This design comes from an exercise in tuning for small area and a short achievable clock period on the open sky130 flow, not from production work. RTL that was checked went through simulation tests only; none was proved equivalent to the original. The clock input has no modelled driver; a real chip could not lean on it and would need a root buffer or a full tree. Power and IR drop assume default switching activity.

## raven
==> module add_pfx, before the edit <==
module add_pfx #(parameter W = 24) (a, b, cin, s, cout);
    input  [W-1:0] a;
    input  [W-1:0] b;
    input          cin;
    output [W-1:0] s;
    output         cout;
    localparam N = W + 1;   
    localparam L = (N > 32) ? 6 : (N > 16) ? 5 : (N > 8) ? 4 : (N > 4) ? 3 : (N > 2) ? 2 : 1;   
    wire [W-1:0] p = a ^ b;
    wire [N*(L+1)-1:0] G, P;
    assign G[N-1:0] = {a & b, cin};
    assign P[N-1:0] = {p, 1'b0};
    genvar k, i;
    generate
        for (k = 0; k < L; k = k + 1) begin : lvl
            for (i = 0; i < N; i = i + 1) begin : pos
                if ((i >> k) & 1) begin : comb
                    localparam J = ((i >> k) << k) - 1;
                    assign G[(k+1)*N+i] = G[k*N+i] | (P[k*N+i] & G[k*N+J]);
                    assign P[(k+1)*N+i] = P[k*N+i] & P[k*N+J];
                end else begin : pass
                    assign G[(k+1)*N+i] = G[k*N+i];
                    assign P[(k+1)*N+i] = P[k*N+i];
                end
            end
        end
    endgenerate
    wire [N-1:0] c = G[L*N +: N];   
    assign s    = p ^ c[W-1:0];
    assign cout = c[W];
endmodule
==> module add_bk, before the edit <==
module add_bk #(parameter W = 24) (a, b, cin, s, cout);
    input  [W-1:0] a;
    input  [W-1:0] b;
    input          cin;
    output [W-1:0] s;
    output         cout;
    localparam N = W + 1;
    localparam L = (N > 32) ? 6 : (N > 16) ? 5 : (N > 8) ? 4 : (N > 4) ? 3 : (N > 2) ? 2 : 1;   
    wire [W-1:0] p = a ^ b;
    wire [N*(2*L+1)-1:0] G, P;
    assign G[N-1:0] = {a & b, cin};
    assign P[N-1:0] = {p, 1'b0};
    genvar k, i;
    generate
        for (k = 0; k < L; k = k + 1) begin : up
            for (i = 0; i < N; i = i + 1) begin : pos
                if (((i + 1) % (1 << (k + 1))) == 0) begin : comb
                    assign G[(k+1)*N+i] = G[k*N+i] | (P[k*N+i] & G[k*N+i-(1<<k)]);
                    assign P[(k+1)*N+i] = P[k*N+i] & P[k*N+i-(1<<k)];
                end else begin : pass
                    assign G[(k+1)*N+i] = G[k*N+i];
                    assign P[(k+1)*N+i] = P[k*N+i];
                end
            end
        end
        for (k = 0; k < L; k = k + 1) begin : dn
            for (i = 0; i < N; i = i + 1) begin : pos
                localparam S = 1 << (L - k - 1);
                if (i >= 2*S && ((i + 1) % (2*S)) == S) begin : comb
                    assign G[(L+k+1)*N+i] = G[(L+k)*N+i] | (P[(L+k)*N+i] & G[(L+k)*N+i-S]);
                    assign P[(L+k+1)*N+i] = P[(L+k)*N+i] & P[(L+k)*N+i-S];
                end else begin : pass
                    assign G[(L+k+1)*N+i] = G[(L+k)*N+i];
                    assign P[(L+k+1)*N+i] = P[(L+k)*N+i];
                end
            end
        end
    endgenerate
    wire [N-1:0] c = G[2*L*N +: N];
    assign s    = p ^ c[W-1:0];
    assign cout = c[W];
endmodule
==> flow/config.mk <==
export PLATFORM = sky130hd
export DESIGN_NAME = top_module
export DESIGN_NICKNAME = top_module
export VERILOG_FILES = /design/flow/design.v
export SDC_FILE = /design/flow/constraint.sdc
export NUM_CORES = 4
export LEC_CHECK = 0
export ABC_AREA = 1
export CAP_MARGIN = 20
export CORE_MARGIN = 2
export CORE_UTILIZATION = 60
export SLEW_MARGIN = 20
==> flow/constraint.sdc <==
create_clock -name core_clock -period 24.0 [get_ports {clk}]
set_input_delay 4.8000 -clock core_clock [delete_from_list [all_inputs] [get_ports {clk}]]
set_output_delay 4.8000 -clock core_clock [all_outputs]
set_load 0.01 [all_outputs]
standard.sh (not shown) runs the stock make flow with config.mk's settings and CLKGATE_MAP_FILE= SYNTH_SCRIPT=/design/flow/synth_recipe.tcl, a recipe that flattens the netlist after the stock synthesis.
==> flow/flow/run.sh <==
#!/bin/bash
# Standard flow (standard synthesis unchanged) with: timing repair aimed at
# a 18.3 ns setup margin, buf_1 on input ports and buf_2 on output ports,
# and a one-level clock tree (flow/pre_cts.tcl) instead of TritonCTS.
set -euo pipefail
F=$PWD/flow
bash standard.sh SETUP_SLACK_MARGIN=18.3 \
  "BUFFER_PORTS_ARGS=-inputs -buffer_cell sky130_fd_sc_hd__buf_1" \
  POST_GLOBAL_PLACE_TCL=$F/post_gp.tcl \
  PRE_CTS_TCL=$F/pre_cts.tcl \
  finish > standard.log 2>&1
Other scripts of this flow, unchanged in this note and not shown: flow/flow/manual_cts.tcl, flow/flow/post_gp.tcl, flow/flow/pre_cts.tcl
What ember does differently from raven at the input level:
diff --git a/flow/design.v b/flow/design.v
--- a/flow/design.v
+++ b/flow/design.v
@@ -35,11 +35,11 @@
     input  [W-1:0] b;
     input          cin;
     output [W-1:0] s;
     output         cout;
     localparam N = W + 1;   
-    localparam L = (N > 32) ? 6 : (N > 16) ? 5 : (N > 8) ? 4 : (N > 4) ? 3 : (N > 2) ? 2 : 1;   
+    localparam L = $clog2(N);
     wire [W-1:0] p = a ^ b;
     wire [N*(L+1)-1:0] G, P;
     assign G[N-1:0] = {a & b, cin};
     assign P[N-1:0] = {p, 1'b0};
     genvar k, i;
@@ -117,11 +117,11 @@
     input  [W-1:0] b;
     input          cin;
     output [W-1:0] s;
     output         cout;
     localparam N = W + 1;
-    localparam L = (N > 32) ? 6 : (N > 16) ? 5 : (N > 8) ? 4 : (N > 4) ? 3 : (N > 2) ? 2 : 1;   
+    localparam L = $clog2(N);
     wire [W-1:0] p = a ^ b;
     wire [N*(2*L+1)-1:0] G, P;
     assign G[N-1:0] = {a & b, cin};
     assign P[N-1:0] = {p, 1'b0};
     genvar k, i;
Results
- From raven to ember the numbers moved as follows: final worst hold slack held; total grt overflow held; initial core utilization held; post-synthesis average cell area held; post-layout instance area held.
- Comparing raven against ember, there is no change at all in first-iteration DRC count.
- Comparing raven with ember, the power drawn by the sequential cells came out essentially unchanged.
- Number of distinct library cells after synthesis across raven and ember: no real change.
- Reported for raven and ember, met3 layer usage reported by global route turned out identical to the last digit.
No functional check of the RTL was part of ember. In every run of this note, the design's own scripts or RTL, not TritonCTS, make the clock network.

==> separate check: timing with driven ports <==
Ports are ideal in the flow. The routed layouts listed here were re-timed in OpenROAD.
Step 1 (the two cells are an assumption about what drives the block):
set clk [get_ports {clk}]
set_driving_cell -lib_cell sky130_fd_sc_hd__clkbuf_16 $clk
set_driving_cell -lib_cell sky130_fd_sc_hd__buf_2 [delete_from_list [all_inputs] $clk]
Step 2 times the ports against the registers' clock, not the clock port: input delays grow and output delays shrink by t, the midpoint of the rising clock arrivals with the driver on.
Three values: ideal, step 1, step 2; two values: the first two.
run	shift t [ns]	setup slack, ns	hold slack, ns	clock arrival spread, ns	pins driven straight from the clock port
raven	0.270	18.574 / 18.476 / 18.602	0.423 / 0.423 / 0.423	0.015 / 0.014	4
ember	0.270	18.574 / 18.476 / 18.602	0.423 / 0.423 / 0.423	0.015 / 0.014	4
After both steps every run listed still meets setup and hold.
